Context: an optimization exercise on an open-source flow, tuned for small area, a short achievable clock period and few clock cycles per item. The choices shown serve that exercise and are no tape-out recipe.
Only simulation tests tie the RTL to the original design; equivalence was not proved.

<file path="design.v">
module multiply (clk, prod, fin, mcand, mplier, reset);
	input clk, reset;
	output [63:0] prod;
	output fin;
	input [31:0] mcand, mplier;
	reg first;		 
	reg [1:0] cnt;		 
	reg [32:0] S, C;	 
	reg [11:0] lx, ly;	 
	reg cin;		 
	reg [5:0] e1, e2, en;	 
	reg [23:0] sh;	 
	assign fin = (cnt == 3);
	wire [35:0] mpx = {4'd0, mplier};
	wire [12:0] nxt = first ? mpx[23:11] : sh[23:11];	 
	wire [32:0] a = S & {33{~first}} | {1'b1, 32'd0} & {33{first}};
	wire [32:0] b = C & {33{~first}};
	wire [33:0] m1 = {2'b00, mcand};
	wire [33:0] m2 = {1'b0, mcand, 1'b0};
	wire [2:0] f0 = {mplier[1], mplier[0], 1'b0};
	wire [2:0] q0 = nxt[2:0];
	wire s1_0 = e1[0] | first & (f0[1] ^ f0[0]);
	wire s2_0 = e2[0] | first & ((f0 == 3'b100) | (f0 == 3'b011));
	wire ng0 = en[0] | first & f0[2];
	wire [33:0] r0 = (({34{s1_0}} & m1) | ({34{s2_0}} & m2)) ^ {34{ng0}};
	wire [2:0] f1 = {mplier[3], mplier[2], mplier[1]};
	wire [2:0] q1 = nxt[4:2];
	wire s1_1 = e1[1] | first & (f1[1] ^ f1[0]);
	wire s2_1 = e2[1] | first & ((f1 == 3'b100) | (f1 == 3'b011));
	wire ng1 = en[1] | first & f1[2];
	wire [33:0] r1 = (({34{s1_1}} & m1) | ({34{s2_1}} & m2)) ^ {34{ng1}};
	wire [2:0] f2 = {mplier[5], mplier[4], mplier[3]};
	wire [2:0] q2 = nxt[6:4];
	wire s1_2 = e1[2] | first & (f2[1] ^ f2[0]);
	wire s2_2 = e2[2] | first & ((f2 == 3'b100) | (f2 == 3'b011));
	wire ng2 = en[2] | first & f2[2];
	wire [33:0] r2 = (({34{s1_2}} & m1) | ({34{s2_2}} & m2)) ^ {34{ng2}};
	wire [2:0] f3 = {mplier[7], mplier[6], mplier[5]};
	wire [2:0] q3 = nxt[8:6];
	wire s1_3 = e1[3] | first & (f3[1] ^ f3[0]);
	wire s2_3 = e2[3] | first & ((f3 == 3'b100) | (f3 == 3'b011));
	wire ng3 = en[3] | first & f3[2];
	wire [33:0] r3 = (({34{s1_3}} & m1) | ({34{s2_3}} & m2)) ^ {34{ng3}};
	wire [2:0] f4 = {mplier[9], mplier[8], mplier[7]};
	wire [2:0] q4 = nxt[10:8];
	wire s1_4 = e1[4] | first & (f4[1] ^ f4[0]);
	wire s2_4 = e2[4] | first & ((f4 == 3'b100) | (f4 == 3'b011));
	wire ng4 = en[4] | first & f4[2];
	wire [33:0] r4 = (({34{s1_4}} & m1) | ({34{s2_4}} & m2)) ^ {34{ng4}};
	wire [2:0] f5 = {mplier[11], mplier[10], mplier[9]};
	wire [2:0] q5 = nxt[12:10];
	wire s1_5 = e1[5] | first & (f5[1] ^ f5[0]);
	wire s2_5 = e2[5] | first & ((f5 == 3'b100) | (f5 == 3'b011));
	wire ng5 = en[5] | first & f5[2];
	wire [33:0] r5 = (({34{s1_5}} & m1) | ({34{s2_5}} & m2)) ^ {34{ng5}};
	wire l0_6_0_s, l0_6_0_c;
	ha ul0_6_0 (a[6], b[6], l0_6_0_s, l0_6_0_c);
	wire l0_7_1_s, l0_7_1_c;
	ha ul0_7_1 (a[7], b[7], l0_7_1_s, l0_7_1_c);
	wire l0_8_2_s, l0_8_2_c;
	fa ul0_8_2 (a[8], b[8], r0[8], l0_8_2_s, l0_8_2_c);
	wire l0_8_3_s, l0_8_3_c;
	ha ul0_8_3 (r1[6], r2[4], l0_8_3_s, l0_8_3_c);
	wire l0_9_4_s, l0_9_4_c;
	fa ul0_9_4 (a[9], b[9], r0[9], l0_9_4_s, l0_9_4_c);
	wire l0_9_5_s, l0_9_5_c;
	ha ul0_9_5 (r1[7], r2[5], l0_9_5_s, l0_9_5_c);
	wire l0_10_6_s, l0_10_6_c;
	fa ul0_10_6 (a[10], b[10], r0[10], l0_10_6_s, l0_10_6_c);
	wire l0_10_7_s, l0_10_7_c;
	fa ul0_10_7 (r1[8], r2[6], r3[4], l0_10_7_s, l0_10_7_c);
	wire l0_10_8_s, l0_10_8_c;
	ha ul0_10_8 (r4[2], r5[0], l0_10_8_s, l0_10_8_c);
	wire l0_11_9_s, l0_11_9_c;
	fa ul0_11_9 (a[11], b[11], r0[11], l0_11_9_s, l0_11_9_c);
	wire l0_11_10_s, l0_11_10_c;
	fa ul0_11_10 (r1[9], r2[7], r3[5], l0_11_10_s, l0_11_10_c);
	wire l0_11_11_s, l0_11_11_c;
	ha ul0_11_11 (r4[3], r5[1], l0_11_11_s, l0_11_11_c);
	wire l0_12_12_s, l0_12_12_c;
	fa ul0_12_12 (a[12], b[12], r0[12], l0_12_12_s, l0_12_12_c);
	wire l0_12_13_s, l0_12_13_c;
	fa ul0_12_13 (r1[10], r2[8], r3[6], l0_12_13_s, l0_12_13_c);
	wire l0_12_14_s, l0_12_14_c;
	ha ul0_12_14 (r4[4], r5[2], l0_12_14_s, l0_12_14_c);
	wire l0_13_15_s, l0_13_15_c;
	fa ul0_13_15 (a[13], b[13], r0[13], l0_13_15_s, l0_13_15_c);
	wire l0_13_16_s, l0_13_16_c;
	fa ul0_13_16 (r1[11], r2[9], r3[7], l0_13_16_s, l0_13_16_c);
	wire l0_13_17_s, l0_13_17_c;
	ha ul0_13_17 (r4[5], r5[3], l0_13_17_s, l0_13_17_c);
	wire l0_14_18_s, l0_14_18_c;
	fa ul0_14_18 (a[14], b[14], r0[14], l0_14_18_s, l0_14_18_c);
	wire l0_14_19_s, l0_14_19_c;
	fa ul0_14_19 (r1[12], r2[10], r3[8], l0_14_19_s, l0_14_19_c);
	wire l0_14_20_s, l0_14_20_c;
	ha ul0_14_20 (r4[6], r5[4], l0_14_20_s, l0_14_20_c);
	wire l0_15_21_s, l0_15_21_c;
	fa ul0_15_21 (a[15], b[15], r0[15], l0_15_21_s, l0_15_21_c);
	wire l0_15_22_s, l0_15_22_c;
	fa ul0_15_22 (r1[13], r2[11], r3[9], l0_15_22_s, l0_15_22_c);
	wire l0_15_23_s, l0_15_23_c;
	ha ul0_15_23 (r4[7], r5[5], l0_15_23_s, l0_15_23_c);
	wire l0_16_24_s, l0_16_24_c;
	fa ul0_16_24 (a[16], b[16], r0[16], l0_16_24_s, l0_16_24_c);
	wire l0_16_25_s, l0_16_25_c;
	fa ul0_16_25 (r1[14], r2[12], r3[10], l0_16_25_s, l0_16_25_c);
	wire l0_16_26_s, l0_16_26_c;
	ha ul0_16_26 (r4[8], r5[6], l0_16_26_s, l0_16_26_c);
	wire l0_17_27_s, l0_17_27_c;
	fa ul0_17_27 (a[17], b[17], r0[17], l0_17_27_s, l0_17_27_c);
	wire l0_17_28_s, l0_17_28_c;
	fa ul0_17_28 (r1[15], r2[13], r3[11], l0_17_28_s, l0_17_28_c);
	wire l0_17_29_s, l0_17_29_c;
	ha ul0_17_29 (r4[9], r5[7], l0_17_29_s, l0_17_29_c);
	wire l0_18_30_s, l0_18_30_c;
	fa ul0_18_30 (a[18], b[18], r0[18], l0_18_30_s, l0_18_30_c);
	wire l0_18_31_s, l0_18_31_c;
	fa ul0_18_31 (r1[16], r2[14], r3[12], l0_18_31_s, l0_18_31_c);
	wire l0_18_32_s, l0_18_32_c;
	ha ul0_18_32 (r4[10], r5[8], l0_18_32_s, l0_18_32_c);
	wire l0_19_33_s, l0_19_33_c;
	fa ul0_19_33 (a[19], b[19], r0[19], l0_19_33_s, l0_19_33_c);
	wire l0_19_34_s, l0_19_34_c;
	fa ul0_19_34 (r1[17], r2[15], r3[13], l0_19_34_s, l0_19_34_c);
	wire l0_19_35_s, l0_19_35_c;
	ha ul0_19_35 (r4[11], r5[9], l0_19_35_s, l0_19_35_c);
	wire l0_20_36_s, l0_20_36_c;
	fa ul0_20_36 (a[20], b[20], r0[20], l0_20_36_s, l0_20_36_c);
	wire l0_20_37_s, l0_20_37_c;
	fa ul0_20_37 (r1[18], r2[16], r3[14], l0_20_37_s, l0_20_37_c);
	wire l0_20_38_s, l0_20_38_c;
	ha ul0_20_38 (r4[12], r5[10], l0_20_38_s, l0_20_38_c);
	wire l0_21_39_s, l0_21_39_c;
	fa ul0_21_39 (a[21], b[21], r0[21], l0_21_39_s, l0_21_39_c);
	wire l0_21_40_s, l0_21_40_c;
	fa ul0_21_40 (r1[19], r2[17], r3[15], l0_21_40_s, l0_21_40_c);
	wire l0_21_41_s, l0_21_41_c;
	ha ul0_21_41 (r4[13], r5[11], l0_21_41_s, l0_21_41_c);
	wire l0_22_42_s, l0_22_42_c;
	fa ul0_22_42 (a[22], b[22], r0[22], l0_22_42_s, l0_22_42_c);
	wire l0_22_43_s, l0_22_43_c;
	fa ul0_22_43 (r1[20], r2[18], r3[16], l0_22_43_s, l0_22_43_c);
	wire l0_22_44_s, l0_22_44_c;
	ha ul0_22_44 (r4[14], r5[12], l0_22_44_s, l0_22_44_c);
	wire l0_23_45_s, l0_23_45_c;
	fa ul0_23_45 (a[23], b[23], r0[23], l0_23_45_s, l0_23_45_c);
	wire l0_23_46_s, l0_23_46_c;
	fa ul0_23_46 (r1[21], r2[19], r3[17], l0_23_46_s, l0_23_46_c);
	wire l0_23_47_s, l0_23_47_c;
	ha ul0_23_47 (r4[15], r5[13], l0_23_47_s, l0_23_47_c);
	wire l0_24_48_s, l0_24_48_c;
	fa ul0_24_48 (a[24], b[24], r0[24], l0_24_48_s, l0_24_48_c);
	wire l0_24_49_s, l0_24_49_c;
	fa ul0_24_49 (r1[22], r2[20], r3[18], l0_24_49_s, l0_24_49_c);
	wire l0_24_50_s, l0_24_50_c;
	ha ul0_24_50 (r4[16], r5[14], l0_24_50_s, l0_24_50_c);
	wire l0_25_51_s, l0_25_51_c;
	fa ul0_25_51 (a[25], b[25], r0[25], l0_25_51_s, l0_25_51_c);
	wire l0_25_52_s, l0_25_52_c;
	fa ul0_25_52 (r1[23], r2[21], r3[19], l0_25_52_s, l0_25_52_c);
	wire l0_25_53_s, l0_25_53_c;
	ha ul0_25_53 (r4[17], r5[15], l0_25_53_s, l0_25_53_c);
	wire l0_26_54_s, l0_26_54_c;
	fa ul0_26_54 (a[26], b[26], r0[26], l0_26_54_s, l0_26_54_c);
	wire l0_26_55_s, l0_26_55_c;
	fa ul0_26_55 (r1[24], r2[22], r3[20], l0_26_55_s, l0_26_55_c);
	wire l0_26_56_s, l0_26_56_c;
	ha ul0_26_56 (r4[18], r5[16], l0_26_56_s, l0_26_56_c);
	wire l0_27_57_s, l0_27_57_c;
	fa ul0_27_57 (a[27], b[27], r0[27], l0_27_57_s, l0_27_57_c);
	wire l0_27_58_s, l0_27_58_c;
	fa ul0_27_58 (r1[25], r2[23], r3[21], l0_27_58_s, l0_27_58_c);
	wire l0_27_59_s, l0_27_59_c;
	ha ul0_27_59 (r4[19], r5[17], l0_27_59_s, l0_27_59_c);
	wire l0_28_60_s, l0_28_60_c;
	fa ul0_28_60 (a[28], b[28], r0[28], l0_28_60_s, l0_28_60_c);
	wire l0_28_61_s, l0_28_61_c;
	fa ul0_28_61 (r1[26], r2[24], r3[22], l0_28_61_s, l0_28_61_c);
	wire l0_28_62_s, l0_28_62_c;
	ha ul0_28_62 (r4[20], r5[18], l0_28_62_s, l0_28_62_c);
	wire l0_29_63_s, l0_29_63_c;
	fa ul0_29_63 (a[29], b[29], r0[29], l0_29_63_s, l0_29_63_c);
	wire l0_29_64_s, l0_29_64_c;
	fa ul0_29_64 (r1[27], r2[25], r3[23], l0_29_64_s, l0_29_64_c);
	wire l0_29_65_s, l0_29_65_c;
	ha ul0_29_65 (r4[21], r5[19], l0_29_65_s, l0_29_65_c);
	wire l0_30_66_s, l0_30_66_c;
	fa ul0_30_66 (a[30], b[30], r0[30], l0_30_66_s, l0_30_66_c);
	wire l0_30_67_s, l0_30_67_c;
	fa ul0_30_67 (r1[28], r2[26], r3[24], l0_30_67_s, l0_30_67_c);
	wire l0_30_68_s, l0_30_68_c;
	ha ul0_30_68 (r4[22], r5[20], l0_30_68_s, l0_30_68_c);
	wire l0_31_69_s, l0_31_69_c;
	fa ul0_31_69 (a[31], b[31], r0[31], l0_31_69_s, l0_31_69_c);
	wire l0_31_70_s, l0_31_70_c;
	fa ul0_31_70 (r1[29], r2[27], r3[25], l0_31_70_s, l0_31_70_c);
	wire l0_31_71_s, l0_31_71_c;
	ha ul0_31_71 (r4[23], r5[21], l0_31_71_s, l0_31_71_c);
	wire l0_32_72_s, l0_32_72_c;
	fa ul0_32_72 (a[32], b[32], r0[32], l0_32_72_s, l0_32_72_c);
	wire l0_32_73_s, l0_32_73_c;
	fa ul0_32_73 (r1[30], r2[28], r3[26], l0_32_73_s, l0_32_73_c);
	wire l0_32_74_s = r4[24] ^ r5[22] ^ 1'b1;
	wire l0_32_74_c = (r4[24] & r5[22]) | (r4[24] & 1'b1) | (r5[22] & 1'b1);
	wire l0_33_75_s, l0_33_75_c;
	fa ul0_33_75 (~r0[33], r1[31], r2[29], l0_33_75_s, l0_33_75_c);
	wire l0_33_76_s, l0_33_76_c;
	ha ul0_33_76 (r3[27], r4[25], l0_33_76_s, l0_33_76_c);
	wire l0_34_77_s, l0_34_77_c;
	fa ul0_34_77 (r1[32], r2[30], r3[28], l0_34_77_s, l0_34_77_c);
	wire l1_2_78_s, l1_2_78_c;
	ha ul1_2_78 (a[2], b[2], l1_2_78_s, l1_2_78_c);
	wire l1_3_79_s, l1_3_79_c;
	ha ul1_3_79 (a[3], b[3], l1_3_79_s, l1_3_79_c);
	wire l1_4_80_s, l1_4_80_c;
	fa ul1_4_80 (a[4], b[4], r0[4], l1_4_80_s, l1_4_80_c);
	wire l1_4_81_s, l1_4_81_c;
	ha ul1_4_81 (r1[2], r2[0], l1_4_81_s, l1_4_81_c);
	wire l1_5_82_s, l1_5_82_c;
	fa ul1_5_82 (a[5], b[5], r0[5], l1_5_82_s, l1_5_82_c);
	wire l1_5_83_s, l1_5_83_c;
	ha ul1_5_83 (r1[3], r2[1], l1_5_83_s, l1_5_83_c);
	wire l1_6_84_s, l1_6_84_c;
	fa ul1_6_84 (l0_6_0_s, r0[6], r1[4], l1_6_84_s, l1_6_84_c);
	wire l1_6_85_s, l1_6_85_c;
	fa ul1_6_85 (r2[2], r3[0], ng3, l1_6_85_s, l1_6_85_c);
	wire l1_7_86_s, l1_7_86_c;
	fa ul1_7_86 (l0_6_0_c, l0_7_1_s, r0[7], l1_7_86_s, l1_7_86_c);
	wire l1_7_87_s, l1_7_87_c;
	fa ul1_7_87 (r1[5], r2[3], r3[1], l1_7_87_s, l1_7_87_c);
	wire l1_8_88_s, l1_8_88_c;
	fa ul1_8_88 (l0_7_1_c, l0_8_2_s, l0_8_3_s, l1_8_88_s, l1_8_88_c);
	wire l1_8_89_s, l1_8_89_c;
	fa ul1_8_89 (r3[2], r4[0], ng4, l1_8_89_s, l1_8_89_c);
	wire l1_9_90_s, l1_9_90_c;
	fa ul1_9_90 (l0_8_2_c, l0_8_3_c, l0_9_4_s, l1_9_90_s, l1_9_90_c);
	wire l1_9_91_s, l1_9_91_c;
	fa ul1_9_91 (l0_9_5_s, r3[3], r4[1], l1_9_91_s, l1_9_91_c);
	wire l1_10_92_s, l1_10_92_c;
	fa ul1_10_92 (l0_9_4_c, l0_9_5_c, l0_10_6_s, l1_10_92_s, l1_10_92_c);
	wire l1_10_93_s, l1_10_93_c;
	fa ul1_10_93 (l0_10_7_s, l0_10_8_s, ng5, l1_10_93_s, l1_10_93_c);
	wire l1_11_94_s, l1_11_94_c;
	fa ul1_11_94 (l0_10_6_c, l0_10_7_c, l0_10_8_c, l1_11_94_s, l1_11_94_c);
	wire l1_11_95_s, l1_11_95_c;
	fa ul1_11_95 (l0_11_9_s, l0_11_10_s, l0_11_11_s, l1_11_95_s, l1_11_95_c);
	wire l1_12_96_s, l1_12_96_c;
	fa ul1_12_96 (l0_11_9_c, l0_11_10_c, l0_11_11_c, l1_12_96_s, l1_12_96_c);
	wire l1_12_97_s, l1_12_97_c;
	fa ul1_12_97 (l0_12_12_s, l0_12_13_s, l0_12_14_s, l1_12_97_s, l1_12_97_c);
	wire l1_13_98_s, l1_13_98_c;
	fa ul1_13_98 (l0_12_12_c, l0_12_13_c, l0_12_14_c, l1_13_98_s, l1_13_98_c);
	wire l1_13_99_s, l1_13_99_c;
	fa ul1_13_99 (l0_13_15_s, l0_13_16_s, l0_13_17_s, l1_13_99_s, l1_13_99_c);
	wire l1_14_100_s, l1_14_100_c;
	fa ul1_14_100 (l0_13_15_c, l0_13_16_c, l0_13_17_c, l1_14_100_s, l1_14_100_c);
	wire l1_14_101_s, l1_14_101_c;
	fa ul1_14_101 (l0_14_18_s, l0_14_19_s, l0_14_20_s, l1_14_101_s, l1_14_101_c);
	wire l1_15_102_s, l1_15_102_c;
	fa ul1_15_102 (l0_14_18_c, l0_14_19_c, l0_14_20_c, l1_15_102_s, l1_15_102_c);
	wire l1_15_103_s, l1_15_103_c;
	fa ul1_15_103 (l0_15_21_s, l0_15_22_s, l0_15_23_s, l1_15_103_s, l1_15_103_c);
	wire l1_16_104_s, l1_16_104_c;
	fa ul1_16_104 (l0_15_21_c, l0_15_22_c, l0_15_23_c, l1_16_104_s, l1_16_104_c);
	wire l1_16_105_s, l1_16_105_c;
	fa ul1_16_105 (l0_16_24_s, l0_16_25_s, l0_16_26_s, l1_16_105_s, l1_16_105_c);
	wire l1_17_106_s, l1_17_106_c;
	fa ul1_17_106 (l0_16_24_c, l0_16_25_c, l0_16_26_c, l1_17_106_s, l1_17_106_c);
	wire l1_17_107_s, l1_17_107_c;
	fa ul1_17_107 (l0_17_27_s, l0_17_28_s, l0_17_29_s, l1_17_107_s, l1_17_107_c);
	wire l1_18_108_s, l1_18_108_c;
	fa ul1_18_108 (l0_17_27_c, l0_17_28_c, l0_17_29_c, l1_18_108_s, l1_18_108_c);
	wire l1_18_109_s, l1_18_109_c;
	fa ul1_18_109 (l0_18_30_s, l0_18_31_s, l0_18_32_s, l1_18_109_s, l1_18_109_c);
	wire l1_19_110_s, l1_19_110_c;
	fa ul1_19_110 (l0_18_30_c, l0_18_31_c, l0_18_32_c, l1_19_110_s, l1_19_110_c);
	wire l1_19_111_s, l1_19_111_c;
	fa ul1_19_111 (l0_19_33_s, l0_19_34_s, l0_19_35_s, l1_19_111_s, l1_19_111_c);
	wire l1_20_112_s, l1_20_112_c;
	fa ul1_20_112 (l0_19_33_c, l0_19_34_c, l0_19_35_c, l1_20_112_s, l1_20_112_c);
	wire l1_20_113_s, l1_20_113_c;
	fa ul1_20_113 (l0_20_36_s, l0_20_37_s, l0_20_38_s, l1_20_113_s, l1_20_113_c);
	wire l1_21_114_s, l1_21_114_c;
	fa ul1_21_114 (l0_20_36_c, l0_20_37_c, l0_20_38_c, l1_21_114_s, l1_21_114_c);
	wire l1_21_115_s, l1_21_115_c;
	fa ul1_21_115 (l0_21_39_s, l0_21_40_s, l0_21_41_s, l1_21_115_s, l1_21_115_c);
	wire l1_22_116_s, l1_22_116_c;
	fa ul1_22_116 (l0_21_39_c, l0_21_40_c, l0_21_41_c, l1_22_116_s, l1_22_116_c);
	wire l1_22_117_s, l1_22_117_c;
	fa ul1_22_117 (l0_22_42_s, l0_22_43_s, l0_22_44_s, l1_22_117_s, l1_22_117_c);
	wire l1_23_118_s, l1_23_118_c;
	fa ul1_23_118 (l0_22_42_c, l0_22_43_c, l0_22_44_c, l1_23_118_s, l1_23_118_c);
	wire l1_23_119_s, l1_23_119_c;
	fa ul1_23_119 (l0_23_45_s, l0_23_46_s, l0_23_47_s, l1_23_119_s, l1_23_119_c);
	wire l1_24_120_s, l1_24_120_c;
	fa ul1_24_120 (l0_23_45_c, l0_23_46_c, l0_23_47_c, l1_24_120_s, l1_24_120_c);
	wire l1_24_121_s, l1_24_121_c;
	fa ul1_24_121 (l0_24_48_s, l0_24_49_s, l0_24_50_s, l1_24_121_s, l1_24_121_c);
	wire l1_25_122_s, l1_25_122_c;
	fa ul1_25_122 (l0_24_48_c, l0_24_49_c, l0_24_50_c, l1_25_122_s, l1_25_122_c);
	wire l1_25_123_s, l1_25_123_c;
	fa ul1_25_123 (l0_25_51_s, l0_25_52_s, l0_25_53_s, l1_25_123_s, l1_25_123_c);
	wire l1_26_124_s, l1_26_124_c;
	fa ul1_26_124 (l0_25_51_c, l0_25_52_c, l0_25_53_c, l1_26_124_s, l1_26_124_c);
	wire l1_26_125_s, l1_26_125_c;
	fa ul1_26_125 (l0_26_54_s, l0_26_55_s, l0_26_56_s, l1_26_125_s, l1_26_125_c);
	wire l1_27_126_s, l1_27_126_c;
	fa ul1_27_126 (l0_26_54_c, l0_26_55_c, l0_26_56_c, l1_27_126_s, l1_27_126_c);
	wire l1_27_127_s, l1_27_127_c;
	fa ul1_27_127 (l0_27_57_s, l0_27_58_s, l0_27_59_s, l1_27_127_s, l1_27_127_c);
	wire l1_28_128_s, l1_28_128_c;
	fa ul1_28_128 (l0_27_57_c, l0_27_58_c, l0_27_59_c, l1_28_128_s, l1_28_128_c);
	wire l1_28_129_s, l1_28_129_c;
	fa ul1_28_129 (l0_28_60_s, l0_28_61_s, l0_28_62_s, l1_28_129_s, l1_28_129_c);
	wire l1_29_130_s, l1_29_130_c;
	fa ul1_29_130 (l0_28_60_c, l0_28_61_c, l0_28_62_c, l1_29_130_s, l1_29_130_c);
	wire l1_29_131_s, l1_29_131_c;
	fa ul1_29_131 (l0_29_63_s, l0_29_64_s, l0_29_65_s, l1_29_131_s, l1_29_131_c);
	wire l1_30_132_s, l1_30_132_c;
	fa ul1_30_132 (l0_29_63_c, l0_29_64_c, l0_29_65_c, l1_30_132_s, l1_30_132_c);
	wire l1_30_133_s, l1_30_133_c;
	fa ul1_30_133 (l0_30_66_s, l0_30_67_s, l0_30_68_s, l1_30_133_s, l1_30_133_c);
	wire l1_31_134_s, l1_31_134_c;
	fa ul1_31_134 (l0_30_66_c, l0_30_67_c, l0_30_68_c, l1_31_134_s, l1_31_134_c);
	wire l1_31_135_s, l1_31_135_c;
	fa ul1_31_135 (l0_31_69_s, l0_31_70_s, l0_31_71_s, l1_31_135_s, l1_31_135_c);
	wire l1_32_136_s, l1_32_136_c;
	fa ul1_32_136 (l0_31_69_c, l0_31_70_c, l0_31_71_c, l1_32_136_s, l1_32_136_c);
	wire l1_32_137_s, l1_32_137_c;
	fa ul1_32_137 (l0_32_72_s, l0_32_73_s, l0_32_74_s, l1_32_137_s, l1_32_137_c);
	wire l1_33_138_s, l1_33_138_c;
	fa ul1_33_138 (l0_32_72_c, l0_32_73_c, l0_32_74_c, l1_33_138_s, l1_33_138_c);
	wire l1_33_139_s, l1_33_139_c;
	fa ul1_33_139 (l0_33_75_s, l0_33_76_s, r5[23], l1_33_139_s, l1_33_139_c);
	wire l1_34_140_s, l1_34_140_c;
	fa ul1_34_140 (l0_33_75_c, l0_33_76_c, l0_34_77_s, l1_34_140_s, l1_34_140_c);
	wire l1_34_141_s = r4[26] ^ r5[24] ^ 1'b1;
	wire l1_34_141_c = (r4[26] & r5[24]) | (r4[26] & 1'b1) | (r5[24] & 1'b1);
	wire l1_35_142_s, l1_35_142_c;
	fa ul1_35_142 (l0_34_77_c, ~r1[33], r2[31], l1_35_142_s, l1_35_142_c);
	wire l1_35_143_s, l1_35_143_c;
	fa ul1_35_143 (r3[29], r4[27], r5[25], l1_35_143_s, l1_35_143_c);
	wire l1_36_144_s, l1_36_144_c;
	fa ul1_36_144 (r2[32], r3[30], r4[28], l1_36_144_s, l1_36_144_c);
	wire l1_36_145_s = r5[26] ^ 1'b1;
	wire l1_36_145_c = r5[26] & 1'b1;
	wire l1_37_146_s, l1_37_146_c;
	fa ul1_37_146 (~r2[33], r3[31], r4[29], l1_37_146_s, l1_37_146_c);
	wire l1_38_147_s, l1_38_147_c;
	ha ul1_38_147 (r3[32], r4[30], l1_38_147_s, l1_38_147_c);
	wire l2_0_148_s, l2_0_148_c;
	ha ul2_0_148 (a[0], b[0], l2_0_148_s, l2_0_148_c);
	wire l2_1_149_s, l2_1_149_c;
	ha ul2_1_149 (a[1], b[1], l2_1_149_s, l2_1_149_c);
	wire l2_2_150_s, l2_2_150_c;
	fa ul2_2_150 (l1_2_78_s, r0[2], r1[0], l2_2_150_s, l2_2_150_c);
	wire l2_3_151_s, l2_3_151_c;
	fa ul2_3_151 (l1_2_78_c, l1_3_79_s, r0[3], l2_3_151_s, l2_3_151_c);
	wire l2_4_152_s, l2_4_152_c;
	fa ul2_4_152 (l1_3_79_c, l1_4_80_s, l1_4_81_s, l2_4_152_s, l2_4_152_c);
	wire l2_5_153_s, l2_5_153_c;
	fa ul2_5_153 (l1_4_80_c, l1_4_81_c, l1_5_82_s, l2_5_153_s, l2_5_153_c);
	wire l2_6_154_s, l2_6_154_c;
	fa ul2_6_154 (l1_5_82_c, l1_5_83_c, l1_6_84_s, l2_6_154_s, l2_6_154_c);
	wire l2_7_155_s, l2_7_155_c;
	fa ul2_7_155 (l1_6_84_c, l1_6_85_c, l1_7_86_s, l2_7_155_s, l2_7_155_c);
	wire l2_8_156_s, l2_8_156_c;
	fa ul2_8_156 (l1_7_86_c, l1_7_87_c, l1_8_88_s, l2_8_156_s, l2_8_156_c);
	wire l2_9_157_s, l2_9_157_c;
	fa ul2_9_157 (l1_8_88_c, l1_8_89_c, l1_9_90_s, l2_9_157_s, l2_9_157_c);
	wire l2_10_158_s, l2_10_158_c;
	fa ul2_10_158 (l1_9_90_c, l1_9_91_c, l1_10_92_s, l2_10_158_s, l2_10_158_c);
	wire l2_11_159_s, l2_11_159_c;
	fa ul2_11_159 (l1_10_92_c, l1_10_93_c, l1_11_94_s, l2_11_159_s, l2_11_159_c);
	wire l2_12_160_s, l2_12_160_c;
	fa ul2_12_160 (l1_11_94_c, l1_11_95_c, l1_12_96_s, l2_12_160_s, l2_12_160_c);
	wire l2_13_161_s, l2_13_161_c;
	fa ul2_13_161 (l1_12_96_c, l1_12_97_c, l1_13_98_s, l2_13_161_s, l2_13_161_c);
	wire l2_14_162_s, l2_14_162_c;
	fa ul2_14_162 (l1_13_98_c, l1_13_99_c, l1_14_100_s, l2_14_162_s, l2_14_162_c);
	wire l2_15_163_s, l2_15_163_c;
	fa ul2_15_163 (l1_14_100_c, l1_14_101_c, l1_15_102_s, l2_15_163_s, l2_15_163_c);
	wire l2_16_164_s, l2_16_164_c;
	fa ul2_16_164 (l1_15_102_c, l1_15_103_c, l1_16_104_s, l2_16_164_s, l2_16_164_c);
	wire l2_17_165_s, l2_17_165_c;
	fa ul2_17_165 (l1_16_104_c, l1_16_105_c, l1_17_106_s, l2_17_165_s, l2_17_165_c);
	wire l2_18_166_s, l2_18_166_c;
	fa ul2_18_166 (l1_17_106_c, l1_17_107_c, l1_18_108_s, l2_18_166_s, l2_18_166_c);
	wire l2_19_167_s, l2_19_167_c;
	fa ul2_19_167 (l1_18_108_c, l1_18_109_c, l1_19_110_s, l2_19_167_s, l2_19_167_c);
	wire l2_20_168_s, l2_20_168_c;
	fa ul2_20_168 (l1_19_110_c, l1_19_111_c, l1_20_112_s, l2_20_168_s, l2_20_168_c);
	wire l2_21_169_s, l2_21_169_c;
	fa ul2_21_169 (l1_20_112_c, l1_20_113_c, l1_21_114_s, l2_21_169_s, l2_21_169_c);
	wire l2_22_170_s, l2_22_170_c;
	fa ul2_22_170 (l1_21_114_c, l1_21_115_c, l1_22_116_s, l2_22_170_s, l2_22_170_c);
	wire l2_23_171_s, l2_23_171_c;
	fa ul2_23_171 (l1_22_116_c, l1_22_117_c, l1_23_118_s, l2_23_171_s, l2_23_171_c);
	wire l2_24_172_s, l2_24_172_c;
	fa ul2_24_172 (l1_23_118_c, l1_23_119_c, l1_24_120_s, l2_24_172_s, l2_24_172_c);
	wire l2_25_173_s, l2_25_173_c;
	fa ul2_25_173 (l1_24_120_c, l1_24_121_c, l1_25_122_s, l2_25_173_s, l2_25_173_c);
	wire l2_26_174_s, l2_26_174_c;
	fa ul2_26_174 (l1_25_122_c, l1_25_123_c, l1_26_124_s, l2_26_174_s, l2_26_174_c);
	wire l2_27_175_s, l2_27_175_c;
	fa ul2_27_175 (l1_26_124_c, l1_26_125_c, l1_27_126_s, l2_27_175_s, l2_27_175_c);
	wire l2_28_176_s, l2_28_176_c;
	fa ul2_28_176 (l1_27_126_c, l1_27_127_c, l1_28_128_s, l2_28_176_s, l2_28_176_c);
	wire l2_29_177_s, l2_29_177_c;
	fa ul2_29_177 (l1_28_128_c, l1_28_129_c, l1_29_130_s, l2_29_177_s, l2_29_177_c);
	wire l2_30_178_s, l2_30_178_c;
	fa ul2_30_178 (l1_29_130_c, l1_29_131_c, l1_30_132_s, l2_30_178_s, l2_30_178_c);
	wire l2_31_179_s, l2_31_179_c;
	fa ul2_31_179 (l1_30_132_c, l1_30_133_c, l1_31_134_s, l2_31_179_s, l2_31_179_c);
	wire l2_32_180_s, l2_32_180_c;
	fa ul2_32_180 (l1_31_134_c, l1_31_135_c, l1_32_136_s, l2_32_180_s, l2_32_180_c);
	wire l2_33_181_s, l2_33_181_c;
	fa ul2_33_181 (l1_32_136_c, l1_32_137_c, l1_33_138_s, l2_33_181_s, l2_33_181_c);
	wire l2_34_182_s, l2_34_182_c;
	fa ul2_34_182 (l1_33_138_c, l1_33_139_c, l1_34_140_s, l2_34_182_s, l2_34_182_c);
	wire l2_35_183_s, l2_35_183_c;
	fa ul2_35_183 (l1_34_140_c, l1_34_141_c, l1_35_142_s, l2_35_183_s, l2_35_183_c);
	wire l2_36_184_s, l2_36_184_c;
	fa ul2_36_184 (l1_35_142_c, l1_35_143_c, l1_36_144_s, l2_36_184_s, l2_36_184_c);
	wire l2_37_185_s, l2_37_185_c;
	fa ul2_37_185 (l1_36_144_c, l1_36_145_c, l1_37_146_s, l2_37_185_s, l2_37_185_c);
	wire l2_38_186_s, l2_38_186_c;
	fa ul2_38_186 (l1_37_146_c, l1_38_147_s, r5[28], l2_38_186_s, l2_38_186_c);
	wire l2_39_187_s, l2_39_187_c;
	fa ul2_39_187 (l1_38_147_c, ~r3[33], r4[31], l2_39_187_s, l2_39_187_c);
	wire l2_40_188_s, l2_40_188_c;
	ha ul2_40_188 (r4[32], r5[30], l2_40_188_s, l2_40_188_c);
	wire l3_0_189_s, l3_0_189_c;
	ha ul3_0_189 (l2_0_148_s, r0[0], l3_0_189_s, l3_0_189_c);
	wire l3_1_190_s, l3_1_190_c;
	fa ul3_1_190 (l2_0_148_c, l2_1_149_s, r0[1], l3_1_190_s, l3_1_190_c);
	wire l3_2_191_s, l3_2_191_c;
	fa ul3_2_191 (l2_1_149_c, l2_2_150_s, ng1, l3_2_191_s, l3_2_191_c);
	wire l3_3_192_s, l3_3_192_c;
	fa ul3_3_192 (l2_2_150_c, l2_3_151_s, r1[1], l3_3_192_s, l3_3_192_c);
	wire l3_4_193_s, l3_4_193_c;
	fa ul3_4_193 (l2_3_151_c, l2_4_152_s, ng2, l3_4_193_s, l3_4_193_c);
	wire l3_5_194_s, l3_5_194_c;
	fa ul3_5_194 (l2_4_152_c, l2_5_153_s, l1_5_83_s, l3_5_194_s, l3_5_194_c);
	wire l3_6_195_s, l3_6_195_c;
	fa ul3_6_195 (l2_5_153_c, l2_6_154_s, l1_6_85_s, l3_6_195_s, l3_6_195_c);
	wire l3_7_196_s, l3_7_196_c;
	fa ul3_7_196 (l2_6_154_c, l2_7_155_s, l1_7_87_s, l3_7_196_s, l3_7_196_c);
	wire l3_8_197_s, l3_8_197_c;
	fa ul3_8_197 (l2_7_155_c, l2_8_156_s, l1_8_89_s, l3_8_197_s, l3_8_197_c);
	wire l3_9_198_s, l3_9_198_c;
	fa ul3_9_198 (l2_8_156_c, l2_9_157_s, l1_9_91_s, l3_9_198_s, l3_9_198_c);
	wire l3_10_199_s, l3_10_199_c;
	fa ul3_10_199 (l2_9_157_c, l2_10_158_s, l1_10_93_s, l3_10_199_s, l3_10_199_c);
	wire l3_11_200_s, l3_11_200_c;
	fa ul3_11_200 (l2_10_158_c, l2_11_159_s, l1_11_95_s, l3_11_200_s, l3_11_200_c);
	wire l3_12_201_s, l3_12_201_c;
	fa ul3_12_201 (l2_11_159_c, l2_12_160_s, l1_12_97_s, l3_12_201_s, l3_12_201_c);
	wire l3_13_202_s, l3_13_202_c;
	fa ul3_13_202 (l2_12_160_c, l2_13_161_s, l1_13_99_s, l3_13_202_s, l3_13_202_c);
	wire l3_14_203_s, l3_14_203_c;
	fa ul3_14_203 (l2_13_161_c, l2_14_162_s, l1_14_101_s, l3_14_203_s, l3_14_203_c);
	wire l3_15_204_s, l3_15_204_c;
	fa ul3_15_204 (l2_14_162_c, l2_15_163_s, l1_15_103_s, l3_15_204_s, l3_15_204_c);
	wire l3_16_205_s, l3_16_205_c;
	fa ul3_16_205 (l2_15_163_c, l2_16_164_s, l1_16_105_s, l3_16_205_s, l3_16_205_c);
	wire l3_17_206_s, l3_17_206_c;
	fa ul3_17_206 (l2_16_164_c, l2_17_165_s, l1_17_107_s, l3_17_206_s, l3_17_206_c);
	wire l3_18_207_s, l3_18_207_c;
	fa ul3_18_207 (l2_17_165_c, l2_18_166_s, l1_18_109_s, l3_18_207_s, l3_18_207_c);
	wire l3_19_208_s, l3_19_208_c;
	fa ul3_19_208 (l2_18_166_c, l2_19_167_s, l1_19_111_s, l3_19_208_s, l3_19_208_c);
	wire l3_20_209_s, l3_20_209_c;
	fa ul3_20_209 (l2_19_167_c, l2_20_168_s, l1_20_113_s, l3_20_209_s, l3_20_209_c);
	wire l3_21_210_s, l3_21_210_c;
	fa ul3_21_210 (l2_20_168_c, l2_21_169_s, l1_21_115_s, l3_21_210_s, l3_21_210_c);
	wire l3_22_211_s, l3_22_211_c;
	fa ul3_22_211 (l2_21_169_c, l2_22_170_s, l1_22_117_s, l3_22_211_s, l3_22_211_c);
	wire l3_23_212_s, l3_23_212_c;
	fa ul3_23_212 (l2_22_170_c, l2_23_171_s, l1_23_119_s, l3_23_212_s, l3_23_212_c);
	wire l3_24_213_s, l3_24_213_c;
	fa ul3_24_213 (l2_23_171_c, l2_24_172_s, l1_24_121_s, l3_24_213_s, l3_24_213_c);
	wire l3_25_214_s, l3_25_214_c;
	fa ul3_25_214 (l2_24_172_c, l2_25_173_s, l1_25_123_s, l3_25_214_s, l3_25_214_c);
	wire l3_26_215_s, l3_26_215_c;
	fa ul3_26_215 (l2_25_173_c, l2_26_174_s, l1_26_125_s, l3_26_215_s, l3_26_215_c);
	wire l3_27_216_s, l3_27_216_c;
	fa ul3_27_216 (l2_26_174_c, l2_27_175_s, l1_27_127_s, l3_27_216_s, l3_27_216_c);
	wire l3_28_217_s, l3_28_217_c;
	fa ul3_28_217 (l2_27_175_c, l2_28_176_s, l1_28_129_s, l3_28_217_s, l3_28_217_c);
	wire l3_29_218_s, l3_29_218_c;
	fa ul3_29_218 (l2_28_176_c, l2_29_177_s, l1_29_131_s, l3_29_218_s, l3_29_218_c);
	wire l3_30_219_s, l3_30_219_c;
	fa ul3_30_219 (l2_29_177_c, l2_30_178_s, l1_30_133_s, l3_30_219_s, l3_30_219_c);
	wire l3_31_220_s, l3_31_220_c;
	fa ul3_31_220 (l2_30_178_c, l2_31_179_s, l1_31_135_s, l3_31_220_s, l3_31_220_c);
	wire l3_32_221_s, l3_32_221_c;
	fa ul3_32_221 (l2_31_179_c, l2_32_180_s, l1_32_137_s, l3_32_221_s, l3_32_221_c);
	wire l3_33_222_s, l3_33_222_c;
	fa ul3_33_222 (l2_32_180_c, l2_33_181_s, l1_33_139_s, l3_33_222_s, l3_33_222_c);
	wire l3_34_223_s, l3_34_223_c;
	fa ul3_34_223 (l2_33_181_c, l2_34_182_s, l1_34_141_s, l3_34_223_s, l3_34_223_c);
	wire l3_35_224_s, l3_35_224_c;
	fa ul3_35_224 (l2_34_182_c, l2_35_183_s, l1_35_143_s, l3_35_224_s, l3_35_224_c);
	wire l3_36_225_s, l3_36_225_c;
	fa ul3_36_225 (l2_35_183_c, l2_36_184_s, l1_36_145_s, l3_36_225_s, l3_36_225_c);
	wire l3_37_226_s, l3_37_226_c;
	fa ul3_37_226 (l2_36_184_c, l2_37_185_s, r5[27], l3_37_226_s, l3_37_226_c);
	wire l3_38_227_s = l2_37_185_c ^ l2_38_186_s ^ 1'b1;
	wire l3_38_227_c = (l2_37_185_c & l2_38_186_s) | (l2_37_185_c & 1'b1) | (l2_38_186_s & 1'b1);
	wire l3_39_228_s, l3_39_228_c;
	fa ul3_39_228 (l2_38_186_c, l2_39_187_s, r5[29], l3_39_228_s, l3_39_228_c);
	wire l3_40_229_s = l2_39_187_c ^ l2_40_188_s ^ 1'b1;
	wire l3_40_229_c = (l2_39_187_c & l2_40_188_s) | (l2_39_187_c & 1'b1) | (l2_40_188_s & 1'b1);
	wire l3_41_230_s, l3_41_230_c;
	fa ul3_41_230 (l2_40_188_c, ~r4[33], r5[31], l3_41_230_s, l3_41_230_c);
	wire l3_42_231_s = r5[32] ^ 1'b1;
	wire l3_42_231_c = r5[32] & 1'b1;
	wire [44:0] x = {1'b0, l3_42_231_c, l3_41_230_c, l3_40_229_c, l3_39_228_c, l3_38_227_c, l3_37_226_c, l3_36_225_c, l3_35_224_c, l3_34_223_c, l3_33_222_c, l3_32_221_c, l3_31_220_c, l3_30_219_c, l3_29_218_c, l3_28_217_c, l3_27_216_c, l3_26_215_c, l3_25_214_c, l3_24_213_c, l3_23_212_c, l3_22_211_c, l3_21_210_c, l3_20_209_c, l3_19_208_c, l3_18_207_c, l3_17_206_c, l3_16_205_c, l3_15_204_c, l3_14_203_c, l3_13_202_c, l3_12_201_c, l3_11_200_c, l3_10_199_c, l3_9_198_c, l3_8_197_c, l3_7_196_c, l3_6_195_c, l3_5_194_c, l3_4_193_c, l3_3_192_c, l3_2_191_c, l3_1_190_c, l3_0_189_c, l3_0_189_s};
	wire [44:0] y = {1'b0, ~r5[33], l3_42_231_s, l3_41_230_s, l3_40_229_s, l3_39_228_s, l3_38_227_s, l3_37_226_s, l3_36_225_s, l3_35_224_s, l3_34_223_s, l3_33_222_s, l3_32_221_s, l3_31_220_s, l3_30_219_s, l3_29_218_s, l3_28_217_s, l3_27_216_s, l3_26_215_s, l3_25_214_s, l3_24_213_s, l3_23_212_s, l3_22_211_s, l3_21_210_s, l3_20_209_s, l3_19_208_s, l3_18_207_s, l3_17_206_s, l3_16_205_s, l3_15_204_s, l3_14_203_s, l3_13_202_s, l3_12_201_s, l3_11_200_s, l3_10_199_s, l3_9_198_s, l3_8_197_s, l3_7_196_s, l3_6_195_s, l3_5_194_s, l3_4_193_s, l3_3_192_s, l3_2_191_s, l3_1_190_s, ng0};
	wire [13:0] lows = {1'b0, lx, cin} + {1'b0, ly, cin};
	wire [12:0] low = lows[13:1];	 
	always @(posedge clk) begin
		first <= reset;
		if (reset)
			cnt <= 0;
		else if (cnt != 3)
			cnt <= cnt + 1'b1;
		S <= x[44:12];
		C <= y[44:12];
		lx <= x[11:0];
		ly <= y[11:0];
		cin <= low[12] & ~first;
		e1 <= reset ? 6'd0 : {q5[1] ^ q5[0], q4[1] ^ q4[0], q3[1] ^ q3[0], q2[1] ^ q2[0], q1[1] ^ q1[0], q0[1] ^ q0[0]};
		e2 <= reset ? 6'd0 : {(q5 == 3'b100) | (q5 == 3'b011), (q4 == 3'b100) | (q4 == 3'b011), (q3 == 3'b100) | (q3 == 3'b011), (q2 == 3'b100) | (q2 == 3'b011), (q1 == 3'b100) | (q1 == 3'b011), (q0 == 3'b100) | (q0 == 3'b011)};
		en <= reset ? 6'd0 : {q5[2], q4[2], q3[2], q2[2], q1[2], q0[2]};
		sh <= first ? mpx[35:12] : {low[11:0], sh[23:12]};
	end
	wire [40:0] his = {S, lx, cin} + {C, ly, cin};
	wire [39:0] hi = his[40:1];
	assign prod = {hi, sh};
endmodule
module fa (a, b, c, s, co);
	input a, b, c;
	output s, co;
	assign s = a ^ b ^ c;
	assign co = (a & b) | (a & c) | (b & c);
endmodule
module ha (a, b, s, co);
	input a, b;
	output s, co;
	assign s = a ^ b;
	assign co = a & b;
endmodule
</file>
<file path="flow/run.sh">
#!/bin/bash
# Standard layout, but with plain buffers on the ports instead of delay cells.
export BUFFER_PORTS_ARGS="-buffer_cell sky130_fd_sc_hd__buf_2"
bash standard.sh > standard.log 2>&1
</file>
<file path="standard.sh">
#!/bin/bash
# synth_recipe.tcl (not shown) runs the flow's synth.tcl, then flattens the netlist and writes it again
# the make line also repeats each setting of config.mk as NAME=value (left out here)
make -C /OpenROAD-flow-scripts/flow DESIGN_CONFIG=/design/flow/config.mk WORK_HOME=/design/flow/orfs CLKGATE_MAP_FILE= SYNTH_SCRIPT=/design/flow/synth_recipe.tcl "${@:-finish}"
</file>
<file path="config.mk">
export PLATFORM = sky130hd
export DESIGN_NAME = multiply
export DESIGN_NICKNAME = multiply
export VERILOG_FILES = /design/flow/design.v
export SDC_FILE = /design/flow/constraint.sdc
export NUM_CORES = 4
export LEC_CHECK = 0
export CAP_MARGIN = 20
export CORE_MARGIN = 2
export CORE_UTILIZATION = 40
export SETUP_SLACK_MARGIN = 0.5
export SLEW_MARGIN = 20
export SYNTH_HIERARCHICAL = 1
export SYNTH_MINIMUM_KEEP_SIZE = 0
</file>
<file path="constraint.sdc">
create_clock -name core_clock -period 4.5 [get_ports {clk}]
set_input_delay 0.9000 -clock core_clock [delete_from_list [all_inputs] [get_ports {clk}]]
set_output_delay 0.9000 -clock core_clock [all_outputs]
set_load 0.01 [all_outputs]
</file>
==> summary.md, run 1 <==
| Metric | Value |
|---|---|
| Outcome | `timing/DRC/antenna clean` |
| Ranking of synthesized cells by area | `fa_1 (26%), dfxtp_1 (18%), xnor2_1 (13%)` |
| Hold Buf Count CTS | `0` |
| First drt pass iteration count | `8` |
| TNS Setup | `0 ps` |
| Startpoint Class | `input port` |
| Design Area, Final | `16800 um^2` |
| Post-route ant nets | `0` |
| Antenna violations before repair | `1` |
| Seq/Total Area, Yosys | `0.185` |
| Width of the die | `195 um` |
| Avg WL per Cell | `23.0 um` |
| Post-synthesis average cell area | `10.2 um^2` |
| Syn nets | `1788` |
| Mapped cell area | `14500 um^2` |
| Post-synth EDFFs | `0` |
| Final wirelength | `45300 um` |
| Final Util | `0.472` |
| GRT Overall Usage | `0.243` |
| Setup violators final | `0` |
| RSZ-0062 raised after global routing | `true` |
| Clock skew | `12.8 ps` |
| Ports | `131` |
| Yosys reg bits | `134` |
| Yosys warning total | `7` |
| Endpoint type of the worst setup path | `flop` |
| Port bufs | `130` |
| Cts bufs inserted | `17` |
| CTS tree | `built` |
| Placer Congestion | `0.886` |
| Min-Delay Path Class | `reg2reg` |
| H-tree depth | `4` |
| Clock transition at path regs | `60 ps` |
| Share of Yosys cell area claimed by the top area cell type | `0.263` |
| First-pass GRT wire length | `69900 um` |
| Pin count of the biggest net entering global routing | `53` |
| Main synth FF type | `dfxtp_1` |
| FMAX | `254 MHz` |
| # rows | `69` |
| # nets final | `1854` |
| DIE HEIGHT | `195 um` |
| CTS Sinks | `134` |
| Core Box Area | `35700 um^2` |
| Max-Cap Viols | `0` |
| Initial Utilization | `0.407` |
| Residual DRC count | `0` |
| Period utilization | `0.874` |
| Arr. time, crit path | `4240 ps` |
| Final hold slack | `505 ps` |
| Place WS | `85.3 ps` |
| Dpl hpwl | `33900 um` |
| Final Critical Period | `3930 ps` |
| Initial DRC Count | `812` |
| P&R area growth vs syn | `16.0%` |
| DIE AREA | `37800 um^2` |
| Setup repair bufs after CTS | `0` |
| Grt total ovfl | `0` |
| Largest stage delay, worst path | `540 ps` |
| Critical path's slowest cell | `fa_1` |
| Placed insts | `1937` |
| Max-slew violations | `0` |
| Root cell of the clock tree | `clkbuf_16` |
| Worst-path fanout max | `32` |
| Setup CP Type | `in2reg` |
| Worst-skew pair later-pin latency | `440 ps` |
| Asr flop ratio synth | `0` |
| Post-DR vias/cell | `5.69` |
| Via count | `11200` |
| Synth cell types | `69` |
| CP Cell Sequence | `buf_2, inv_1, ha_1, mux2_2, a21o_1, buf_12, a22oi_2, xnor2_1, fa_2, fa_2, fa_1, fa_1` |
| Final setup margin | `565 ps` |
| Worst Tran Pin Value | `592 ps` |
| Vias in the first global route | `11600` |
| Share of cells above drive strength 1 | `0.233` |
| CP delay by family, top | `adder cells` |
| Final hold vios | `0` |
| Yosys top cell by area | `fa_1` |
| Finished Layout Cells | `1970` |
| Dpl cell area | `16200 um^2` |
| Worst path bufs/invs | `3` |
| Max-Slew Margin vs Limit | `0.594` |
| Post-Synthesis Cells | `1429` |
| Data required time of the worst path | `4810 ps` |
| Max clock buf depth | `2` |
-- per-layer routing --
layer,global-route usage,share of wire
met5,0,0
met4,0.0823,0.027
met3,0.0370,0.051
met2,0.410,0.49
met1,0.319,0.43
-- per-module statistics from Yosys (local to each module, per instance) --
module    area (um^2)  flip-flops and latches  copies in the design
ha               12.5                       0                    36
fa               20.0                       0                   190
multiply        10300                     134                     1
-- what timing repair did --
item / 4_1_cts / 5_1_grt
cloned: 0 / 0
setup endpoints to repair: 3 / 10
pin swaps: 0 / 3
resized for setup: 2 / 10
-- cell usage after synthesis (5+ instances only) --
cell      count
o21bai_1     12
nor2b_1      78
buf_2        13
nand2b_1      5
o21ai_0      20
mux2_2       14
xnor2_1     220
inv_2         5
nand2_1      51
inv_1        49
clkbuf_1     75
a21oi_1      57
nand4_1      10
o21ai_1       6
a21o_1       20
buf_1        23
dfxtp_1     134
ha_1        102
a22oi_1     185
nor2_1       38
xor2_1       15
fa_1        191
nand3_1      11
mux2i_1      21
-- worst reg2reg max path, delay by kind of cell, from the launching register on --
kind | cells | cell delay, ps
AO/OA/AOI/OAI | 1 | 160
XOR/XNOR | 1 | 160
adder cells (fa/ha/maj) | 4 | 1720
buffers and inverters | 4 | 1030
flip-flops | 1 | 460
-- worst paths after layout --
kind | slack (ps) | startpoint | end | cells after the start
max | 570 | mplier[1] | C[13] | 12
min | 500 | cnt[1] | cnt[1] | 2
max reg2reg | 850 | first | C[1] | 10
min reg2reg | 500 | cnt[1] | cnt[1] | 2
-- final cells by class --
| type | count | area, um^2 |
|---|---|---|
| multi-input cells | 1128 | 11700 |
| well taps | 461 | 577 |
| clock buffers | 18 | 439 |
| diodes | 1 | 2.50 |
| clock inverters | 14 | 140 |
| inverters | 55 | 216 |
| repair buffers | 159 | 1080 |
| fillers | 3318 | 18800 |
| flip-flops and latches | 134 | 2690 |
-- logic make-up after synthesis --
family | Yosys count | share of synthesized area
AOI/OAI and AO/OA | 347 | 0.174
xor gates and xnor gates | 235 | 0.142
adders and majority gates | 293 | 0.351
buffers and inverters | 167 | 0.0444
DFF | 134 | 0.185
muxes | 35 | 0.0253
other | 1 | 0.000258
and+or+nand+nor | 217 | 0.0782
-- cell usage in the layout (no fill, tap or decap), types with 10 or more instances in the layout --
cell type  netlist  final
nor2_1          38     38
a22oi_2          0     57
xor2_1          15     13
o21ai_0         20     20
nand3_1         11     11
fa_1           191    150
nand4_1         10     10
o21bai_1        12     11
inv_1           49     45
fa_2             0     41
nand2_1         51     51
buf_12           0     17
buf_4            0     12
a21o_1          20     20
nor2b_1         78     78
ha_1           102     98
xnor2_1        220    215
a22oi_1        185    128
a21oi_1         57     56
buf_2           13    130
mux2_2          14     12
dfxtp_1        134    133
mux2i_1         21     21
clkbuf_16        0     17
-- sequential cells by signal, indices dropped and copies added (netlist names) --
| register | cells |
|---|---|
| C | 32 |
| S | 32 |
| sh | 24 |
| lx | 12 |
| ly | 12 |
| e1 | 6 |
| e2 | 6 |
| en | 6 |
| cnt | 2 |
| cin | 1 |
| first | 1 |
Testbench counts, summed over its fixed seeds: cycles 12,800, items 3,200.
==> run 2: changes to the inputs <==
--- a/config.mk
+++ b/config.mk
@@ -8,7 +8,7 @@
 export CAP_MARGIN = 20
 export CORE_MARGIN = 2
 export CORE_UTILIZATION = 40
-export SETUP_SLACK_MARGIN = 0.5
+export SETUP_SLACK_MARGIN = 0.8
 export SLEW_MARGIN = 20
 export SYNTH_HIERARCHICAL = 1
 export SYNTH_MINIMUM_KEEP_SIZE = 0
==> summary.md, run 2 <==
| Metric | Value |
|---|---|
| Synth top cells by count | `xnor2_1 (220), fa_1 (191), a22oi_1 (185)` |
| Most frequent cells in the layout | `xnor2_1 (166), dfxtp_1 (130), buf_2 (124)` |
| Hold Path Depth | `2` |
| # nets final | `1886` |
| FMAX | `260 MHz` |
| CTS tree | `built` |
| Final Critical Period | `3850 ps` |
| GRT Overall Usage | `0.258` |
| Dpl hpwl | `34000 um` |
| Grt total ovfl | `0` |
| DIE AREA | `37800 um^2` |
| Data required time of the worst path | `4810 ps` |
| Endpoint type of the worst setup path | `flop` |
| Post-synthesis average cell area | `10.2 um^2` |
| Share of cells above drive strength 1 | `0.363` |
| Min-Delay Path Class | `reg2reg` |
| Final Util | `0.516` |
| Worst reg2reg path depth | `8` |
| Finished Layout Cells | `2000` |
| Residual DRC count | `0` |
| Worst Min Path Start | `cnt[1]` |
| Final hold vios | `0` |
| First-pass GRT wire length | `74500 um` |
| Most frequent cell after synthesis | `xnor2_1` |
| Via count | `11500` |
| Avg WL per Cell | `24.0 um` |
| Biggest regs | `C (32), S (32), sh (24)` |
| Setup violators final | `0` |
| Main synth FF type | `dfxtp_1` |
| Syn nets | `1788` |
| TNS Setup | `0 ps` |
| RSZ-0062 raised after global routing | `true` |
| Dpl cell area | `16400 um^2` |
| Period utilization | `0.856` |
| Pin count of the biggest net entering global routing | `43` |
| Core Box Area | `35700 um^2` |
| Cts bufs inserted | `17` |
| Design Area, Final | `18400 um^2` |
| ANT cells | `0` |
| Seq/Total Area, Yosys | `0.185` |
| Worst r2r src | `first` |
| Place WS | `128 ps` |
| Antenna violations before repair | `0` |
| Startpoint Class | `input port` |
| Clock transition at path regs | `70 ps` |
| Outcome | `timing/DRC/antenna clean` |
| Post-Synthesis Cells | `1429` |
| Commonest non-fill, non-tap cell in the layout | `xnor2_1` |
| Ports | `131` |
| H-tree depth | `4` |
| Setup CP Type | `in2reg` |
| Initial Utilization | `0.407` |
| Yosys top cell by area | `fa_1` |
| Worst reg2reg path endpoint | `C[9]` |
| P&R area growth vs syn | `26.8%` |
| Hold EP | `cnt[1]` |
| Hold Buf Count CTS | `0` |
| Max-Slew Margin vs Limit | `0.539` |
| R2r setup slk | `940 ps` |
| Placer Congestion | `0.883` |
| Yosys warning total | `7` |
| Vias in the first global route | `12400` |
| Clock skew | `11.8 ps` |
| Worst Tran Pin Value | `688 ps` |
| Initial DRC Count | `771` |
| Final hold slack | `520 ps` |
| Asr flop ratio synth | `0` |
| Arr. time, crit path | `4160 ps` |
| Max-slew violations | `0` |
| Final wirelength | `48000 um` |
| Mapped cell area | `14500 um^2` |
| First drt pass iteration count | `5` |
| Ranking of synthesized cells by area | `fa_1 (26%), dfxtp_1 (18%), xnor2_1 (13%)` |
| Yosys reg bits | `134` |
| Width of the die | `195 um` |
| Share of Yosys cell area claimed by the top area cell type | `0.263` |
| DIE HEIGHT | `195 um` |
| Port bufs | `130` |
| Worst-skew pair later-pin latency | `440 ps` |
| Synth cell types | `69` |
| Post-synth EDFFs | `0` |
| Worst-path fanout max | `8` |
| Post-route ant nets | `0` |
| # rows | `69` |
| Root cell of the clock tree | `clkbuf_16` |
| Post-DR vias/cell | `5.73` |
| Placed insts | `1938` |
| Max clock buf depth | `2` |
| CTS Sinks | `134` |
| Final setup margin | `647 ps` |
| Max-Cap Viols | `0` |
## run 2: cell counts after synthesis
No cell type changed its count.
## run 2: cell type report
| type | count | area (um^2) |
|---|---|---|
| Tap cell | 461 | 577 |
| Fill cell | 3161 | 17200 |
| Clock inverter | 12 | 143 |
| Inverter | 55 | 259 |
| Multi-Input combinational cell | 1128 | 12800 |
| Timing Repair Buffer | 191 | 1550 |
| Clock buffer | 19 | 443 |
| Sequential cell | 134 | 2690 |
## run 2: modules after synthesis, one instance, submodules excluded
| module | cells inside | copies in the design | area (um^2) | flip-flops and latches |
|---|---|---|---|---|
| multiply | 1203 | 1 | 10300 | 134 |
| fa | 1 | 190 | 20.0 | 0 |
| ha | 1 | 36 | 12.5 | 0 |
## run 2: routing by layer
| layer | up-vias | routed length (um) | GRT usage | share of wire |
|---|---|---|---|---|
| met4 | 0 | 1250 | 0.0863 | 0.026 |
| met2 | 393 | 23500 | 0.439 | 0.49 |
| met1 | 5864 | 20500 | 0.334 | 0.43 |
| li1 | 5132 | - | - | - |
| met5 | - | 0 | 0 | 0 |
| met3 | 69 | 2720 | 0.0429 | 0.057 |
## run 2: worst max path at each step
stage,from,endpoint,cells past startpoint
after floorplan,mplier[6],C[22],11
after global placement,mplier[5],C[23],12
after detailed placement,mplier[6],C[9],12
after CTS,mplier[1],C[9],11
after global routing,mplier[3],C[9],11
final,mplier[3],C[9],11
## run 2: critical path: stages
cell,delay (ps)
buf_12,120
ha_4,150
mux2_4,270
a21o_4,280
buf_12,170
a22oi_2,190
xnor2_1,170
fa_2,520
fa_2,390
fa_1,540
fa_2,460
## run 2: kinds of logic (layout without fill, tap and decap cells)
kind of cell | count (synthesis) | after routing | synth area share
and+or+nand+nor | 217 | 217 | 0.0782
other | 1 | 1 | 0.000258
AOI/OAI and AO/OA | 347 | 347 | 0.174
xor gates and xnor gates | 235 | 235 | 0.142
adders and majority gates | 293 | 293 | 0.351
muxes | 35 | 35 | 0.0253
DFF | 134 | 134 | 0.185
buffers and inverters | 167 | 277 | 0.0444
## run 2: what timing repair did
action	in CTS	in global routing
hold endpoints to repair	0	0
gates cloned	7	2
setup endpoints to repair	65	74
pin swaps	88	93
setup buffers	14	8
gates resized for setup	113	84
==> run 3: changes to the inputs <==
==> flow/run.sh (replaced) <==
#!/bin/bash
# Standard layout, but with plain buffers on the ports instead of delay cells.
export BUFFER_PORTS_ARGS="-buffer_cell sky130_fd_sc_hd__buf_1"
bash standard.sh > standard.log 2>&1
--- a/config.mk
+++ b/config.mk
@@ -8,7 +8,7 @@
 export CAP_MARGIN = 20
 export CORE_MARGIN = 2
 export CORE_UTILIZATION = 40
-export SETUP_SLACK_MARGIN = 0.8
+export SETUP_SLACK_MARGIN = 0.5
 export SLEW_MARGIN = 20
 export SYNTH_HIERARCHICAL = 1
 export SYNTH_MINIMUM_KEEP_SIZE = 0
==> summary.md, run 3 <==
| Metric | Value |
|---|---|
| H-tree depth | `4` |
| First-pass GRT wire length | `70700 um` |
| Most frequent cells in the layout | `xnor2_1 (214), fa_1 (150), dfxtp_1 (133)` |
| Post-DR vias/cell | `5.68` |
| Worst-skew pair later-pin latency | `450 ps` |
| Via count | `11400` |
| DIE AREA | `37800 um^2` |
| Period utilization | `0.870` |
| Yosys reg bits | `134` |
| Initial Utilization | `0.407` |
| Design Area, Final | `17000 um^2` |
| # nets final | `1893` |
| Data required time of the worst path | `4810 ps` |
| Worst-path fanout max | `32` |
| Min-Delay Path Class | `reg2reg` |
| Placer Congestion | `0.892` |
| Setup violators final | `0` |
| ANT cells | `0` |
| Share of Yosys cell area claimed by the top area cell type | `0.263` |
| Placed insts | `1974` |
| Max-Slew Margin vs Limit | `0.391` |
| Post-synthesis average cell area | `10.2 um^2` |
| Seq/Total Area, Yosys | `0.185` |
| Final setup margin | `585 ps` |
| Post-Synthesis Cells | `1429` |
| Cts bufs inserted | `17` |
| CP Cell Sequence | `buf_2, inv_4, ha_4, mux2_4, a21o_1, buf_12, a22oi_1, xnor2_1, fa_2, fa_2, fa_1, fa_1` |
| TNS Setup | `0 ps` |
| Synth top cells by count | `xnor2_1 (220), fa_1 (191), a22oi_1 (185)` |
| Share of cells above drive strength 1 | `0.173` |
| Port bufs | `130` |
| Biggest regs | `C (32), S (32), sh (24)` |
| Finished Layout Cells | `2008` |
| Grt total ovfl | `0` |
| Arr. time, crit path | `4220 ps` |
| Setup CP Type | `in2reg` |
| Mapped cell area | `14500 um^2` |
| Critical path's slowest cell | `fa_1` |
| Vias in the first global route | `12100` |
| RSZ-0062 raised after global routing | `true` |
| Dpl cell area | `16300 um^2` |
| Final hold vios | `0` |
| P&R area growth vs syn | `17.2%` |
| Commonest non-fill, non-tap cell in the layout | `xnor2_1` |
| Startpoint Class | `input port` |
| Clock transition at path regs | `60 ps` |
| Avg WL per Cell | `22.9 um` |
| Asr flop ratio synth | `0` |
| Syn nets | `1788` |
| Main synth FF type | `dfxtp_1` |
| Final Util | `0.477` |
| Final hold slack | `514 ps` |
| Max clock buf depth | `2` |
| Core Box Area | `35700 um^2` |
| Fill count | `3344` |
| Outcome | `timing/DRC/antenna clean` |
| Antenna violations before repair | `0` |
| GRT Overall Usage | `0.247` |
| Post-synth EDFFs | `0` |
| Post-route ant nets | `0` |
| Endpoint type of the worst setup path | `flop` |
| CTS Sinks | `134` |
| Final Critical Period | `3920 ps` |
| Yosys top cell by area | `fa_1` |
| Ranking of synthesized cells by area | `fa_1 (26%), dfxtp_1 (18%), xnor2_1 (13%)` |
| Worst path bufs/invs | `3` |
| Root cell of the clock tree | `clkbuf_16` |
| Final wirelength | `46000 um` |
| Most frequent cell after synthesis | `xnor2_1` |
| Residual DRC count | `0` |
| Synth cell types | `69` |
| Largest stage delay, worst path | `530 ps` |
| Max-slew violations | `0` |
| Ports | `131` |
| Dpl hpwl | `35000 um` |
| FMAX | `255 MHz` |
| Pin count of the biggest net entering global routing | `48` |
| Worst Tran Pin Value | `914 ps` |
| Yosys warning total | `7` |
| # rows | `69` |
| CTS tree | `built` |
| Clock skew | `20.6 ps` |
| Initial DRC Count | `867` |
| DIE HEIGHT | `195 um` |
| Place WS | `7.55 ps` |
| First drt pass iteration count | `7` |
| Max-Cap Viols | `0` |
| Width of the die | `195 um` |
| Hold Buf Count CTS | `0` |
| CP delay by family, top | `adder cells` |
run 3: cell counts after synthesis:
Identical to the previous run, type by type.
run 3: path summary, 6_finish.rpt:
kind | from | to | slack (ps) | cells past startpoint
worst min register to register | cnt[1] | cnt[1] | 510 | 2
worst min-delay path | cnt[1] | cnt[1] | 510 | 2
worst max-delay path | mplier[5] | C[11] | 580 | 12
worst max register to register | first | C[16] | 1010 | 10
run 3: modules after synthesis, one instance, submodules excluded:
module | flops+latches | cell area [um^2] | copies in the design
multiply | 134 | 10300 | 1
fa | 0 | 20.0 | 190
ha | 0 | 12.5 | 36
run 3: area by class of cell:
| type | count | area [um^2] | share of cell area |
|---|---|---|---|
| clock inverters | 13 | 144 | 0.00846 |
| flip-flops and latches | 134 | 2690 | 0.158 |
| repair buffers | 198 | 1210 | 0.0709 |
| multi-input cells | 1128 | 11700 | 0.689 |
| clock buffers | 19 | 454 | 0.0267 |
| inverters | 55 | 216 | 0.0127 |
| well taps | 461 | 577 | 0.0339 |
run 3: worst reg2reg max path, stage by stage, from the launching register on:
cell	delay [ps]
dfxtp_4	440
buf_4	400
a21oi_1	150
buf_4	190
inv_2	70
buf_12	280
xnor2_1	140
ha_1	350
fa_2	360
fa_1	550
fa_1	430
run 3: cells by family (layout without fill, tap and decap cells):
family,after synthesis,after routing,share of synthesized area
AND/OR/NAND/NOR,217,217,0.0782
AO/OA/AOI/OAI,347,347,0.174
multiplexers,35,35,0.0253
flip-flops,134,134,0.185
XOR/XNOR,235,235,0.142
buffers and inverters,167,285,0.0444
other,1,1,0.000258
adder cells (fa/ha/maj),293,293,0.351
run 3: routing by layer:
metal | routed length, um | track usage | vias up
met3 | 2780 | 0.0503 | 77
met2 | 22300 | 0.415 | 382
met1 | 19400 | 0.314 | 5809
met5 | 0 | 0 | -
met4 | 1400 | 0.0906 | 0
li1 | - | - | 5143
run 3: timing repair:
action / CTS / global route
buffers inserted: 0 / 2
resized for setup: 3 / 20
endpoints found under the hold margin: 0 / 0
pin swaps: 1 / 11
endpoints found under the setup margin: 14 / 48

separate check: timing with driven ports:
The results above use ideal ports. As a check the final layouts listed here were re-extracted and re-timed, cells and wires unchanged. Step 1 assumes that a clkbuf_16 drives the clock port and a buf_2 every other input. Step 2 also shifts input and output timing later by t, the mid clock arrival at the registers, as if the neighbouring blocks saw the same clock. a / b / c = ideal / step 1 / step 2; a / b = the first two.
run | shift t [ns] | slack for setup (ns) | worst setup path after step 2 | worst register clock-pin slew, ns | worst slew at a driven data input, ns
run 1 | 0.482 | 0.565 / 0.555 / 0.104 | input to register | 0.07 / 0.07 | 0.04
run 2 | 0.488 | 0.647 / 0.629 / 0.141 | input to register | 0.07 / 0.07 | 0.08
run 3 | 0.485 | 0.585 / 0.560 / 0.113 | input to register | 0.07 / 0.07 | 0.05
After both steps setup and hold are still met in every run listed. The setup slack of run 2, which loses most, moves by -0.018 ns with the drivers and by -0.506 ns with both steps.
